Source: an optimization exercise on an open RTL-to-GDS flow (aim: small area and a short achievable clock period). Production flows keep margins and buffers that such runs may drop.
No functional check of the RTL was part of this run.
No activity file was given, so power comes from the tool's default toggle rates.

==> design.v <==
module fir_16tap (
	input  wire               clk,
	input  wire               rst,
	input  wire signed [15:0] xin,
	output wire signed [35:0] yout
);
reg  [15:0] d [1:14];            
reg  [15:0] m;                   
reg  [22:0] y;
reg  [22:0] v;
reg  [3:0]  cnt;                 
wire        mv = &cnt[3:1];      
wire [15:0] mn = mv ? {~d[14][15], d[14][14:0]} : 16'h8000;
wire [15:0] xf = {~xin[15], xin[14:0]};
wire s1 = ~m[1] ^ ~y[1] ^ 1'b1;
wire c2 = (~m[1] & ~y[1]) | (~m[1] & 1'b1) | (~y[1] & 1'b1);
wire s3 = m[0] ^ ~m[4] ^ ~y[4];
wire c4 = (m[0] & ~m[4]) | (m[0] & ~y[4]) | (~m[4] & ~y[4]);
wire s5 = m[1] ^ ~m[5] ^ ~y[5];
wire c6 = (m[1] & ~m[5]) | (m[1] & ~y[5]) | (~m[5] & ~y[5]);
wire s7 = m[2] ^ ~m[6] ^ ~y[6];
wire c8 = (m[2] & ~m[6]) | (m[2] & ~y[6]) | (~m[6] & ~y[6]);
wire s9 = m[3] ^ ~m[7] ^ ~y[7];
wire c10 = (m[3] & ~m[7]) | (m[3] & ~y[7]) | (~m[7] & ~y[7]);
wire s11 = m[4] ^ ~m[8] ^ ~y[8];
wire c12 = (m[4] & ~m[8]) | (m[4] & ~y[8]) | (~m[8] & ~y[8]);
wire s13 = m[5] ^ ~m[9] ^ ~y[9];
wire c14 = (m[5] & ~m[9]) | (m[5] & ~y[9]) | (~m[9] & ~y[9]);
wire s15 = m[6] ^ ~m[10] ^ ~y[10];
wire c16 = (m[6] & ~m[10]) | (m[6] & ~y[10]) | (~m[10] & ~y[10]);
wire s17 = m[7] ^ ~m[11] ^ ~y[11];
wire c18 = (m[7] & ~m[11]) | (m[7] & ~y[11]) | (~m[11] & ~y[11]);
wire s19 = m[8] ^ ~m[12] ^ ~y[12];
wire c20 = (m[8] & ~m[12]) | (m[8] & ~y[12]) | (~m[12] & ~y[12]);
wire s21 = m[9] ^ ~m[13] ^ ~y[13];
wire c22 = (m[9] & ~m[13]) | (m[9] & ~y[13]) | (~m[13] & ~y[13]);
wire s23 = m[10] ^ ~m[14] ^ ~y[14];
wire c24 = (m[10] & ~m[14]) | (m[10] & ~y[14]) | (~m[14] & ~y[14]);
wire s25 = m[11] ^ ~m[15] ^ ~y[15];
wire c26 = (m[11] & ~m[15]) | (m[11] & ~y[15]) | (~m[15] & ~y[15]);
wire s27 = m[12] ^ ~y[16] ^ ~mn[12];
wire c28 = (m[12] & ~y[16]) | (m[12] & ~mn[12]) | (~y[16] & ~mn[12]);
wire s29 = m[13] ^ ~y[17] ^ ~mn[13];
wire c30 = (m[13] & ~y[17]) | (m[13] & ~mn[13]) | (~y[17] & ~mn[13]);
wire s31 = m[14] ^ ~y[18] ^ ~mn[14];
wire c32 = (m[14] & ~y[18]) | (m[14] & ~mn[14]) | (~y[18] & ~mn[14]);
wire s33 = m[15] ^ ~y[19] ^ ~mn[15];
wire c34 = (m[15] & ~y[19]) | (m[15] & ~mn[15]) | (~y[19] & ~mn[15]);
wire s35 = c2 ^ ~m[2] ^ ~y[2];
wire c36 = (c2 & ~m[2]) | (c2 & ~y[2]) | (~m[2] & ~y[2]);
wire s37 = s3 ^ ~mn[0] ^ 1'b1;
wire c38 = (s3 & ~mn[0]) | (s3 & 1'b1) | (~mn[0] & 1'b1);
wire s39 = c4 ^ s5 ^ ~mn[1];
wire c40 = (c4 & s5) | (c4 & ~mn[1]) | (s5 & ~mn[1]);
wire s41 = c6 ^ s7 ^ ~mn[2];
wire c42 = (c6 & s7) | (c6 & ~mn[2]) | (s7 & ~mn[2]);
wire s43 = c8 ^ s9 ^ ~mn[3];
wire c44 = (c8 & s9) | (c8 & ~mn[3]) | (s9 & ~mn[3]);
wire s45 = c10 ^ s11 ^ ~mn[4];
wire c46 = (c10 & s11) | (c10 & ~mn[4]) | (s11 & ~mn[4]);
wire s47 = c12 ^ s13 ^ ~mn[5];
wire c48 = (c12 & s13) | (c12 & ~mn[5]) | (s13 & ~mn[5]);
wire s49 = c14 ^ s15 ^ ~mn[6];
wire c50 = (c14 & s15) | (c14 & ~mn[6]) | (s15 & ~mn[6]);
wire s51 = c16 ^ s17 ^ ~mn[7];
wire c52 = (c16 & s17) | (c16 & ~mn[7]) | (s17 & ~mn[7]);
wire s53 = c18 ^ s19 ^ ~mn[8];
wire c54 = (c18 & s19) | (c18 & ~mn[8]) | (s19 & ~mn[8]);
wire s55 = c20 ^ s21 ^ ~mn[9];
wire c56 = (c20 & s21) | (c20 & ~mn[9]) | (s21 & ~mn[9]);
wire s57 = c22 ^ s23 ^ ~mn[10];
wire c58 = (c22 & s23) | (c22 & ~mn[10]) | (s23 & ~mn[10]);
wire s59 = c24 ^ s25 ^ ~mn[11];
wire c60 = (c24 & s25) | (c24 & ~mn[11]) | (s25 & ~mn[11]);
wire s61 = c26 ^ s27 ^ 1'b1;
wire c62 = (c26 & s27) | (c26 & 1'b1) | (s27 & 1'b1);
wire s63 = c28 ^ s29 ^ 1'b1;
wire c64 = (c28 & s29) | (c28 & 1'b1) | (s29 & 1'b1);
wire s65 = c30 ^ s31 ^ 1'b1;
wire c66 = (c30 & s31) | (c30 & 1'b1) | (s31 & 1'b1);
wire s67 = c32 ^ s33 ^ 1'b1;
wire c68 = (c32 & s33) | (c32 & 1'b1) | (s33 & 1'b1);
wire s69 = c36 ^ ~m[3] ^ ~y[3];
wire c70 = (c36 & ~m[3]) | (c36 & ~y[3]) | (~m[3] & ~y[3]);
wire s71 = c68 ^ c34 ^ ~y[20];
wire c72 = (c68 & c34) | (c68 & ~y[20]) | (c34 & ~y[20]);
wire s73 = c72 ^ ~y[21] ^ 1'b1;
wire c74 = (c72 & ~y[21]) | (c72 & 1'b1) | (~y[21] & 1'b1);
wire s75 = c74 ^ ~y[22] ^ 1'b1;
wire vp76 = ~m[0] ^ ~y[0];
wire vg77 = ~m[0] & ~y[0];
wire vp78 = c70 ^ s37;
wire vg79 = c70 & s37;
wire vp80 = c38 ^ s39;
wire vg81 = c38 & s39;
wire vp82 = c40 ^ s41;
wire vg83 = c40 & s41;
wire vp84 = c42 ^ s43;
wire vg85 = c42 & s43;
wire vp86 = c44 ^ s45;
wire vg87 = c44 & s45;
wire vp88 = c46 ^ s47;
wire vg89 = c46 & s47;
wire vp90 = c48 ^ s49;
wire vg91 = c48 & s49;
wire vp92 = c50 ^ s51;
wire vg93 = c50 & s51;
wire vp94 = c52 ^ s53;
wire vg95 = c52 & s53;
wire vp96 = c54 ^ s55;
wire vg97 = c54 & s55;
wire vp98 = c56 ^ s57;
wire vg99 = c56 & s57;
wire vp100 = c58 ^ s59;
wire vg101 = c58 & s59;
wire vp102 = c60 ^ s61;
wire vg103 = c60 & s61;
wire vp104 = c62 ^ s63;
wire vg105 = c62 & s63;
wire vp106 = c64 ^ s65;
wire vg107 = c64 & s65;
wire vp108 = c66 ^ s67;
wire vg109 = c66 & s67;
wire vG110 = s1 & vg77;
wire vP111 = s69 & s35;
wire vG112 = vg81 | (vp80 & vg79);
wire vP113 = vp80 & vp78;
wire vG114 = vg85 | (vp84 & vg83);
wire vP115 = vp84 & vp82;
wire vG116 = vg89 | (vp88 & vg87);
wire vP117 = vp88 & vp86;
wire vG118 = vg93 | (vp92 & vg91);
wire vP119 = vp92 & vp90;
wire vG120 = vg97 | (vp96 & vg95);
wire vP121 = vp96 & vp94;
wire vG122 = vg101 | (vp100 & vg99);
wire vP123 = vp100 & vp98;
wire vG124 = vg105 | (vp104 & vg103);
wire vP125 = vp104 & vp102;
wire vG126 = vg109 | (vp108 & vg107);
wire vP127 = vp108 & vp106;
wire vP128 = s73 & s71;
wire vG129 = vP111 & vG110;
wire vP130 = vP113 & vP111;
wire vG131 = vG114 | (vP115 & vG112);
wire vP132 = vP115 & vP113;
wire vG133 = vG116 | (vP117 & vG114);
wire vP134 = vP117 & vP115;
wire vG135 = vG118 | (vP119 & vG116);
wire vP136 = vP119 & vP117;
wire vG137 = vG120 | (vP121 & vG118);
wire vP138 = vP121 & vP119;
wire vG139 = vG122 | (vP123 & vG120);
wire vP140 = vP123 & vP121;
wire vG141 = vG124 | (vP125 & vG122);
wire vP142 = vP125 & vP123;
wire vG143 = vG126 | (vP127 & vG124);
wire vP144 = vP127 & vP125;
wire vG145 = vP128 & vG126;
wire vP146 = vP128 & vP127;
wire vG147 = vG112 | (vP130 & vG110);
wire vG148 = vG131 | (vP132 & vG129);
wire vG149 = vG133 | (vP134 & vG112);
wire vP150 = vP134 & vP130;
wire vG151 = vG135 | (vP136 & vG131);
wire vP152 = vP136 & vP132;
wire vG153 = vG137 | (vP138 & vG133);
wire vP154 = vP138 & vP134;
wire vG155 = vG139 | (vP140 & vG135);
wire vP156 = vP140 & vP136;
wire vG157 = vG141 | (vP142 & vG137);
wire vP158 = vP142 & vP138;
wire vG159 = vG143 | (vP144 & vG139);
wire vP160 = vP144 & vP140;
wire vG161 = vG145 | (vP146 & vG141);
wire vP162 = vP146 & vP142;
wire vG163 = vG149 | (vP150 & vG110);
wire vG164 = vG151 | (vP152 & vG129);
wire vG165 = vG153 | (vP154 & vG147);
wire vG166 = vG155 | (vP156 & vG148);
wire vG167 = vG157 | (vP158 & vG149);
wire vP168 = vP158 & vP150;
wire vG169 = vG159 | (vP160 & vG151);
wire vP170 = vP160 & vP152;
wire vG171 = vG161 | (vP162 & vG153);
wire vP172 = vP162 & vP154;
wire vG173 = vG167 | (vP168 & vG110);
wire vG174 = vG169 | (vP170 & vG129);
wire vG175 = vG171 | (vP172 & vG147);
wire vG176 = s35 & vG110;
wire vG177 = vg79 | (vp78 & vG129);
wire vG178 = vg83 | (vp82 & vG147);
wire vG179 = vg87 | (vp86 & vG148);
wire vG180 = vg91 | (vp90 & vG163);
wire vG181 = vg95 | (vp94 & vG164);
wire vG182 = vg99 | (vp98 & vG165);
wire vG183 = vg103 | (vp102 & vG166);
wire vG184 = vg107 | (vp106 & vG173);
wire vG185 = s71 & vG174;
wire vG186 = s75 & vG175;
wire vs187 = s1 ^ vg77;
wire vs188 = s35 ^ vG110;
wire vs189 = s69 ^ vG176;
wire vs190 = vp78 ^ vG129;
wire vs191 = vp80 ^ vG177;
wire vs192 = vp82 ^ vG147;
wire vs193 = vp84 ^ vG178;
wire vs194 = vp86 ^ vG148;
wire vs195 = vp88 ^ vG179;
wire vs196 = vp90 ^ vG163;
wire vs197 = vp92 ^ vG180;
wire vs198 = vp94 ^ vG164;
wire vs199 = vp96 ^ vG181;
wire vs200 = vp98 ^ vG165;
wire vs201 = vp100 ^ vG182;
wire vs202 = vp102 ^ vG166;
wire vs203 = vp104 ^ vG183;
wire vs204 = vp106 ^ vG173;
wire vs205 = vp108 ^ vG184;
wire vs206 = s71 ^ vG174;
wire vs207 = s73 ^ vG185;
wire vs208 = s75 ^ vG175;
wire bp209 = y[0] ^ v[1];
wire bg210 = y[0] & v[1];
wire bp211 = y[1] ^ v[2];
wire bg212 = y[1] & v[2];
wire bp213 = y[2] ^ v[3];
wire bg214 = y[2] & v[3];
wire bp215 = y[3] ^ v[4];
wire bg216 = y[3] & v[4];
wire bp217 = y[4] ^ v[5];
wire bg218 = y[4] & v[5];
wire bp219 = y[5] ^ v[6];
wire bg220 = y[5] & v[6];
wire bp221 = y[6] ^ v[7];
wire bg222 = y[6] & v[7];
wire bp223 = y[7] ^ v[8];
wire bg224 = y[7] & v[8];
wire bp225 = y[8] ^ v[9];
wire bg226 = y[8] & v[9];
wire bp227 = y[9] ^ v[10];
wire bg228 = y[9] & v[10];
wire bp229 = y[10] ^ v[11];
wire bg230 = y[10] & v[11];
wire bp231 = y[11] ^ v[12];
wire bg232 = y[11] & v[12];
wire bp233 = y[12] ^ v[13];
wire bg234 = y[12] & v[13];
wire bp235 = y[13] ^ v[14];
wire bg236 = y[13] & v[14];
wire bp237 = y[14] ^ v[15];
wire bg238 = y[14] & v[15];
wire bp239 = y[15] ^ v[16];
wire bg240 = y[15] & v[16];
wire bp241 = y[16] ^ v[17];
wire bg242 = y[16] & v[17];
wire bp243 = y[17] ^ v[18];
wire bg244 = y[17] & v[18];
wire bp245 = y[18] ^ v[19];
wire bg246 = y[18] & v[19];
wire bp247 = y[19] ^ v[20];
wire bg248 = y[19] & v[20];
wire bp249 = y[20] ^ v[21];
wire bg250 = y[20] & v[21];
wire bp251 = y[21] ^ v[22];
wire bg252 = y[21] & v[22];
wire bG253 = bg214 | (bp213 & bg212);
wire bP254 = bp213 & bp211;
wire bG255 = bg218 | (bp217 & bg216);
wire bP256 = bp217 & bp215;
wire bG257 = bg222 | (bp221 & bg220);
wire bP258 = bp221 & bp219;
wire bG259 = bg226 | (bp225 & bg224);
wire bP260 = bp225 & bp223;
wire bG261 = bg230 | (bp229 & bg228);
wire bP262 = bp229 & bp227;
wire bG263 = bg234 | (bp233 & bg232);
wire bP264 = bp233 & bp231;
wire bG265 = bg238 | (bp237 & bg236);
wire bP266 = bp237 & bp235;
wire bG267 = bg242 | (bp241 & bg240);
wire bP268 = bp241 & bp239;
wire bG269 = bg246 | (bp245 & bg244);
wire bP270 = bp245 & bp243;
wire bG271 = bg250 | (bp249 & bg248);
wire bP272 = bp249 & bp247;
wire bG273 = bG253 | (bP254 & bg210);
wire bG274 = bG255 | (bP256 & bG253);
wire bP275 = bP256 & bP254;
wire bG276 = bG257 | (bP258 & bG255);
wire bP277 = bP258 & bP256;
wire bG278 = bG259 | (bP260 & bG257);
wire bP279 = bP260 & bP258;
wire bG280 = bG261 | (bP262 & bG259);
wire bP281 = bP262 & bP260;
wire bG282 = bG263 | (bP264 & bG261);
wire bP283 = bP264 & bP262;
wire bG284 = bG265 | (bP266 & bG263);
wire bP285 = bP266 & bP264;
wire bG286 = bG267 | (bP268 & bG265);
wire bP287 = bP268 & bP266;
wire bG288 = bG269 | (bP270 & bG267);
wire bP289 = bP270 & bP268;
wire bG290 = bG271 | (bP272 & bG269);
wire bP291 = bP272 & bP270;
wire bG292 = bG274 | (bP275 & bg210);
wire bG293 = bG276 | (bP277 & bG273);
wire bG294 = bG278 | (bP279 & bG274);
wire bP295 = bP279 & bP275;
wire bG296 = bG280 | (bP281 & bG276);
wire bP297 = bP281 & bP277;
wire bG298 = bG282 | (bP283 & bG278);
wire bP299 = bP283 & bP279;
wire bG300 = bG284 | (bP285 & bG280);
wire bP301 = bP285 & bP281;
wire bG302 = bG286 | (bP287 & bG282);
wire bP303 = bP287 & bP283;
wire bG304 = bG288 | (bP289 & bG284);
wire bP305 = bP289 & bP285;
wire bG306 = bG290 | (bP291 & bG286);
wire bP307 = bP291 & bP287;
wire bG308 = bG294 | (bP295 & bg210);
wire bG309 = bG296 | (bP297 & bG273);
wire bG310 = bG298 | (bP299 & bG292);
wire bG311 = bG300 | (bP301 & bG293);
wire bG312 = bG302 | (bP303 & bG294);
wire bP313 = bP303 & bP295;
wire bG314 = bG304 | (bP305 & bG296);
wire bP315 = bP305 & bP297;
wire bG316 = bG306 | (bP307 & bG298);
wire bP317 = bP307 & bP299;
wire bG318 = bG312 | (bP313 & bg210);
wire bG319 = bG314 | (bP315 & bG273);
wire bG320 = bG316 | (bP317 & bG292);
wire bG321 = bg212 | (bp211 & bg210);
wire bG322 = bg216 | (bp215 & bG273);
wire bG323 = bg220 | (bp219 & bG292);
wire bG324 = bg224 | (bp223 & bG293);
wire bG325 = bg228 | (bp227 & bG308);
wire bG326 = bg232 | (bp231 & bG309);
wire bG327 = bg236 | (bp235 & bG310);
wire bG328 = bg240 | (bp239 & bG311);
wire bG329 = bg244 | (bp243 & bG318);
wire bG330 = bg248 | (bp247 & bG319);
wire bG331 = bg252 | (bp251 & bG320);
wire bs332 = bp211 ^ bg210;
wire bs333 = bp213 ^ bG321;
wire bs334 = bp215 ^ bG273;
wire bs335 = bp217 ^ bG322;
wire bs336 = bp219 ^ bG292;
wire bs337 = bp221 ^ bG323;
wire bs338 = bp223 ^ bG293;
wire bs339 = bp225 ^ bG324;
wire bs340 = bp227 ^ bG308;
wire bs341 = bp229 ^ bG325;
wire bs342 = bp231 ^ bG309;
wire bs343 = bp233 ^ bG326;
wire bs344 = bp235 ^ bG310;
wire bs345 = bp237 ^ bG327;
wire bs346 = bp239 ^ bG311;
wire bs347 = bp241 ^ bG328;
wire bs348 = bp243 ^ bG318;
wire bs349 = bp245 ^ bG329;
wire bs350 = bp247 ^ bG319;
wire bs351 = bp249 ^ bG330;
wire bs352 = bp251 ^ bG320;
wire [22:0] bsum353 = {bs352,bs351,bs350,bs349,bs348,bs347,bs346,bs345,bs344,bs343,bs342,bs341,bs340,bs339,bs338,bs337,bs336,bs335,bs334,bs333,bs332,bp209,v[0]};
wire yp354 = bsum353[0] ^ xf[0];
wire yg355 = bsum353[0] & xf[0];
wire yp356 = bsum353[1] ^ xf[1];
wire yg357 = bsum353[1] & xf[1];
wire yp358 = bsum353[2] ^ xf[2];
wire yg359 = bsum353[2] & xf[2];
wire yp360 = bsum353[3] ^ xf[3];
wire yg361 = bsum353[3] & xf[3];
wire yp362 = bsum353[4] ^ xf[4];
wire yg363 = bsum353[4] & xf[4];
wire yp364 = bsum353[5] ^ xf[5];
wire yg365 = bsum353[5] & xf[5];
wire yp366 = bsum353[6] ^ xf[6];
wire yg367 = bsum353[6] & xf[6];
wire yp368 = bsum353[7] ^ xf[7];
wire yg369 = bsum353[7] & xf[7];
wire yp370 = bsum353[8] ^ xf[8];
wire yg371 = bsum353[8] & xf[8];
wire yp372 = bsum353[9] ^ xf[9];
wire yg373 = bsum353[9] & xf[9];
wire yp374 = bsum353[10] ^ xf[10];
wire yg375 = bsum353[10] & xf[10];
wire yp376 = bsum353[11] ^ xf[11];
wire yg377 = bsum353[11] & xf[11];
wire yp378 = bsum353[12] ^ xf[12];
wire yg379 = bsum353[12] & xf[12];
wire yp380 = bsum353[13] ^ xf[13];
wire yg381 = bsum353[13] & xf[13];
wire yp382 = bsum353[14] ^ xf[14];
wire yg383 = bsum353[14] & xf[14];
wire yp384 = bsum353[15] ^ xf[15];
wire yg385 = bsum353[15] & xf[15];
wire yG386 = yg357 | (yp356 & yg355);
wire yG387 = yg361 | (yp360 & yg359);
wire yP388 = yp360 & yp358;
wire yG389 = yg365 | (yp364 & yg363);
wire yP390 = yp364 & yp362;
wire yG391 = yg369 | (yp368 & yg367);
wire yP392 = yp368 & yp366;
wire yG393 = yg373 | (yp372 & yg371);
wire yP394 = yp372 & yp370;
wire yG395 = yg377 | (yp376 & yg375);
wire yP396 = yp376 & yp374;
wire yG397 = yg381 | (yp380 & yg379);
wire yP398 = yp380 & yp378;
wire yG399 = yg385 | (yp384 & yg383);
wire yP400 = yp384 & yp382;
wire yP401 = bsum353[17] & bsum353[16];
wire yP402 = bsum353[19] & bsum353[18];
wire yP403 = bsum353[21] & bsum353[20];
wire yG404 = yG387 | (yP388 & yG386);
wire yG405 = yG389 | (yP390 & yG387);
wire yP406 = yP390 & yP388;
wire yG407 = yG391 | (yP392 & yG389);
wire yP408 = yP392 & yP390;
wire yG409 = yG393 | (yP394 & yG391);
wire yP410 = yP394 & yP392;
wire yG411 = yG395 | (yP396 & yG393);
wire yP412 = yP396 & yP394;
wire yG413 = yG397 | (yP398 & yG395);
wire yP414 = yP398 & yP396;
wire yG415 = yG399 | (yP400 & yG397);
wire yP416 = yP400 & yP398;
wire yG417 = yP401 & yG399;
wire yP418 = yP401 & yP400;
wire yP419 = yP402 & yP401;
wire yP420 = yP403 & yP402;
wire yG421 = yG405 | (yP406 & yG386);
wire yG422 = yG407 | (yP408 & yG404);
wire yG423 = yG409 | (yP410 & yG405);
wire yP424 = yP410 & yP406;
wire yG425 = yG411 | (yP412 & yG407);
wire yP426 = yP412 & yP408;
wire yG427 = yG413 | (yP414 & yG409);
wire yP428 = yP414 & yP410;
wire yG429 = yG415 | (yP416 & yG411);
wire yP430 = yP416 & yP412;
wire yG431 = yG417 | (yP418 & yG413);
wire yP432 = yP418 & yP414;
wire yG433 = yP419 & yG415;
wire yP434 = yP419 & yP416;
wire yG435 = yP420 & yG417;
wire yP436 = yP420 & yP418;
wire yG437 = yG423 | (yP424 & yG386);
wire yG438 = yG425 | (yP426 & yG404);
wire yG439 = yG427 | (yP428 & yG421);
wire yG440 = yG429 | (yP430 & yG422);
wire yG441 = yG431 | (yP432 & yG423);
wire yP442 = yP432 & yP424;
wire yG443 = yG433 | (yP434 & yG425);
wire yP444 = yP434 & yP426;
wire yG445 = yG435 | (yP436 & yG427);
wire yP446 = yP436 & yP428;
wire yG447 = yG441 | (yP442 & yG386);
wire yG448 = yG443 | (yP444 & yG404);
wire yG449 = yG445 | (yP446 & yG421);
wire yG450 = yg359 | (yp358 & yG386);
wire yG451 = yg363 | (yp362 & yG404);
wire yG452 = yg367 | (yp366 & yG421);
wire yG453 = yg371 | (yp370 & yG422);
wire yG454 = yg375 | (yp374 & yG437);
wire yG455 = yg379 | (yp378 & yG438);
wire yG456 = yg383 | (yp382 & yG439);
wire yG457 = bsum353[16] & yG440;
wire yG458 = bsum353[18] & yG447;
wire yG459 = bsum353[20] & yG448;
wire yG460 = bsum353[22] & yG449;
wire ys461 = yp356 ^ yg355;
wire ys462 = yp358 ^ yG386;
wire ys463 = yp360 ^ yG450;
wire ys464 = yp362 ^ yG404;
wire ys465 = yp364 ^ yG451;
wire ys466 = yp366 ^ yG421;
wire ys467 = yp368 ^ yG452;
wire ys468 = yp370 ^ yG422;
wire ys469 = yp372 ^ yG453;
wire ys470 = yp374 ^ yG437;
wire ys471 = yp376 ^ yG454;
wire ys472 = yp378 ^ yG438;
wire ys473 = yp380 ^ yG455;
wire ys474 = yp382 ^ yG439;
wire ys475 = yp384 ^ yG456;
wire ys476 = bsum353[16] ^ yG440;
wire ys477 = bsum353[17] ^ yG457;
wire ys478 = bsum353[18] ^ yG447;
wire ys479 = bsum353[19] ^ yG458;
wire ys480 = bsum353[20] ^ yG448;
wire ys481 = bsum353[21] ^ yG459;
wire ys482 = bsum353[22] ^ yG449;
wire [22:0] y_n = {ys482,ys481,ys480,ys479,ys478,ys477,ys476,ys475,ys474,ys473,ys472,ys471,ys470,ys469,ys468,ys467,ys466,ys465,ys464,ys463,ys462,ys461,yp354};
wire [22:0] v_n = {vs208,vs207,vs206,vs205,vs204,vs203,vs202,vs201,vs200,vs199,vs198,vs197,vs196,vs195,vs194,vs193,vs192,vs191,vs190,vs189,vs188,vs187,vp76};
integer k;
always @(posedge clk) begin
	d[1] <= xin;
	for (k = 2; k <= 14; k = k + 1)
		d[k] <= d[k-1];
end
always @(posedge clk) begin
	if (rst) begin
		cnt <= 4'd0;
		m   <= 16'h8000;
		y   <= 23'd0;
		v   <= 23'h7f8000;
	end else begin
		if (!(&cnt))
			cnt <= cnt + 4'd1;
		m   <= mn;
		y   <= y_n;
		v   <= v_n;
	end
end
assign yout = {{13{y[22]}}, y};
endmodule
==> flow/run.sh <==
#!/bin/bash
# The standard layout, with a tighter setup target for timing repair, small
# port buffers and no dummy clock loads.  make's output goes to make.log.
set -euo pipefail
bash standard.sh \
  SETUP_SLACK_MARGIN=8.8 \
  "BUFFER_PORTS_ARGS=-buffer_cell sky130_fd_sc_hd__buf_2" \
  "CTS_ARGS=-sink_clustering_enable -repair_clock_nets -dont_use_dummy_load" \
  finish > make.log 2>&1
==> standard.sh <==
#!/bin/bash
# synth_recipe.tcl (not shown) runs the flow's synth.tcl, then flattens the netlist and writes it again
# the make line also repeats each setting of config.mk as NAME=value (left out here)
make -C /OpenROAD-flow-scripts/flow DESIGN_CONFIG=/design/flow/config.mk WORK_HOME=/design/flow/orfs CLKGATE_MAP_FILE= SYNTH_SCRIPT=/design/flow/synth_recipe.tcl "${@:-finish}"
==> config.mk <==
export PLATFORM = sky130hd
export DESIGN_NAME = fir_16tap
export DESIGN_NICKNAME = fir_16tap
export VERILOG_FILES = /design/flow/design.v
export SDC_FILE = /design/flow/constraint.sdc
export NUM_CORES = 4
export LEC_CHECK = 0
export CAP_MARGIN = 20
export CORE_MARGIN = 2
export CORE_UTILIZATION = 40
export SLEW_MARGIN = 20
==> constraint.sdc <==
create_clock -name core_clock -period 12.5 [get_ports {clk}]
set_input_delay 2.5000 -clock core_clock [delete_from_list [all_inputs] [get_ports {clk}]]
set_output_delay 2.5000 -clock core_clock [all_outputs]
set_load 0.01 [all_outputs]
==> impl_metrics.toml <==
[min_path]
whs_endpoint = "d[12][13]$_DFF_P_"
min_from = "d[11][13]$_DFF_P_"
min_path_cells = 0
hold_path_class = "flip-flop to flip-flop"

[setup_path]
critical_path.startpoint = "xin[0]"
cp_max_fo = 2
path_delay_family = "compound AO/OA/AOI/OAI gates"
critPathKind = "primary input to flip-flop"
r2r_cells = 17
reg2reg_to = "y[19]$_SDFF_PP0_"
cp_data_arrival_time_ps = 4920
crit_required_ps = 12940
start_kind = "primary input"
crit_chain = "buf_6 > ha_4 > fa_2 > a211o_1 > o211ai_1 > nor4_2 > a21oi_2 > nand2b_1 > a21oi_2 > o21bai_1 > a21oi_2 > fa_2 > nor2_1"
r2r_setup_slack_ps = 8450
crit_slowest_cell = "fa_2"
critPathMaxStageDelay_ps = 440
cpMostUsedCell = "a21oi_2"
critical_path_buf_inv_count = 1
r2r_start = "y[8]$_SDFF_PP0_"
critPathCaptureType = "flip-flop"

[grt]
track_usage = 0.1229
first_global_vias = 5329
grt-ovfl-total = 0
grt_max_degree = 67
grt_first_pass_wirelength_um = 25810
antenna_found_initial = 0

[clock_network]
htree_levels = 1
cts.path.max_buffers = 3
cts_hold_buf = 0
cts.clk_slew.worst_paths_ps = 60
cts_root_buffer = "clkbuf_16"
cts_buffers = 29
clk_latency_ps = 530
cts_sinks = 290
cts_tree = "yes"

[yosys]
synthAdderAreaFrac = 0.1984
muxShareOfSynthArea = 0.001013
yosysMostFrequentCell = "dfxtp_1"
synth_area_um2 = 9877
synth_flop_cell = "dfxtp_1"
synth.top_cells.by_count = "dfxtp_1 (290), inv_1 (117), ha_1 (67)"
synth-xor-area-share = 0.03243
yosysUniqueCellTypes = 43
synth_top_family_by_area = "adder cells"
netlist_top_cells_area = "dfxtp_1 (59%), fa_1 (11%), ha_1 (8.5%)"
synth_compound_gate_area_share = 0.05549
ys_ff_latch = 290
yosysTopAreaCellShare = 0.5878
yosysWarningCount = 2
synthSimpleGateAreaFrac = 0.06714
synth_area_per_cell_um2 = 12.32
synth_area_leader_cell = "dfxtp_1"
async_reset_ff_frac = 0
yosysSeqAreaShare = 0.5878
synth_edf_count = 0
syn_inst = 802
synth_nets = 943

[drt]
drtIter0Drc = 145
wl_per_cell_um = 12.79
via_count = 5280
drc = 0
ant_nets = 0
firstDrtPassIters = 4
wl_um = 15380
via_per_inst = 4.393

[power_and_ir_drop]
powerDensity_nw_per_um2 = 294.5
leakage_nw = 5.222
pwr-share-comb = 0.474
power_frac_seq = 0.320
p_sw_mw = 1.198
total_power_mw = 3.417
p_clk_frac = 0.206
irDropWorstVdd_mv = 0.1804
p_int_mw = 2.219
switching_share = 0.3506

[die]
die_area_um2 = 25970
coreArea_um2 = 24250
start_util = 0.4073
io_pins = 54
rows = 57
fp.dieW_um = 161.1
die_h_um = 161.1

[sta]
tns_ps = 0
maxSlewHeadroom = 0.5164
period_share = 0.3580
skew_ps = 26.89
tightest_slew_ps = 725.3
hold_viol = 0
min_period_ps = 4476
grt_setup_unrepaired = "yes"
drv_slew = 0
setup-violations-final = 0
max_freq_mhz = 223.4

[cells_and_area]
nNetsFinal = 1021
synthToLayoutAreaGrowth_pct = 17.47
finish.utilization = 0.4785
drive_above_1_share = 0.1845
n_antenna_cell = 0

[job]
cap_violations = 0

[placement]
portBuffers = 53
dp_hpwl_um = 11110
place_congestion = 0.7885

[run_status]
status = "finished clean"
power by group through the flow:
stage	clock [mW]	combinational, mW	sequential [mW]
2_1_floorplan	0	1.04	1.11
3_3_place_gp	0	1.33	1.11
3_5_place_dp	0	1.34	1.11
4_1_cts	0.732	1.50	1.09
5_1_grt	0.772	1.82	1.11
6_report	0.703	1.62	1.09
layer usage:
layer  wire length [µm]  track usage  part of all wire
met1               7212       0.1640              0.47
met2               7171       0.2025              0.47
met3                581      0.02594             0.038
met4                411      0.03612             0.027
met5                  0            0                 0
kinds of logic (layout without fill, tap and decap cells):
group / after synthesis / count (layout)
AO/OA/AOI/OAI: 82 / 82
AND/OR/NAND/NOR: 132 / 132
multiplexers: 1 / 1
flip-flops: 290 / 290
adder cells (fa/ha/maj): 123 / 123
XOR/XNOR: 35 / 35
buffers and inverters: 139 / 215
layout make-up:
class,count,area (µm²)
sequential,290,5824
inverter,117,441.7
multi-input combinational,373,3806
clock buffer,29,725.7
fill,2221,12650
tap,324,405.4
timing repair buffer,69,399.1
worst reg2reg max path, cell delays in order, from the launching register on:
cell      delay (ps)
dfxtp_4          350
ha_1             360
a211o_1          330
o311ai_2         270
buf_4            170
or2b_1           240
a21oi_2          180
fa_1             200
xnor2_1          120
ha_1             310
a21o_1           200
a21o_1           170
a211oi_1         340
o21a_4           260
nor2_4            60
ha_4             160
xnor2_2          120
nor2_1            60
metrics by stage:
stage	hold WS (ps)	area [µm²]	setup WS (ps)	instances
finish	310.1	11600	8025	1202
global route	316.4	11600	7947	1202
CTS	312.5	11420	8030	1194
detailed placement	312.1	10470	7277	1158
global placement	309.8	10470	7291	1158
floorplan	309.6	9918	7893	802
state kept, by name (all words and copies together), names as in the netlist:
signal,count
y,23
v,23
cnt,4
d,224
m,16
how the worst max path moves through the flow:
stage / end / cells after the start / slack [ps]
after floorplan: y[14]$_SDFF_PP0_ / 12 / 7890
after global routing: y[14]$_SDFF_PP0_ / 13 / 7950
after detailed placement: y[14]$_SDFF_PP0_ / 13 / 7280
after CTS: y[14]$_SDFF_PP0_ / 13 / 8030
final: y[14]$_SDFF_PP0_ / 13 / 8020
after global placement: y[14]$_SDFF_PP0_ / 13 / 7290
repair_timing:
| action | CTS | global route |
|---|---|---|
| buffers inserted | 7 | 8 |
| resized for setup | 37 | 36 |
| pin swaps | 19 | 16 |
| endpoints found under the setup margin | 39 | 27 |
placed cells by master (no fill, tap or decap), types with 16 or more instances in the layout:
master,n
dfxtp_1,279
nor2_1,47
nor2b_1,20
nand2_1,19
inv_1,112
xor2_1,16
buf_2,52
fa_1,51
ha_1,57
clkbuf_16,29

==> re-timing with driven ports <==
Ports are ideal in the flow. The routed layout listed here was re-timed in OpenROAD. Step 1, drivers: a clkbuf_16 drives clk and a buf_2 each remaining input, both assumed. Step 2 also shifts input and output timing later by t, the mid clock arrival at the registers, as if the neighbouring blocks saw the same clock. Slacks: ideal ports / drivers / drivers and shift; pairs: ideal ports / drivers.
t (ns): 0.560
setup WS [ns]: 8.024 / 8.035 / 7.474
latest minus earliest clock arrival (ns): 0.031 / 0.031
After both steps setup and hold are still met in this run. For this run, drivers alone change the setup slack by +0.011 ns; drivers and shift together by -0.550 ns.
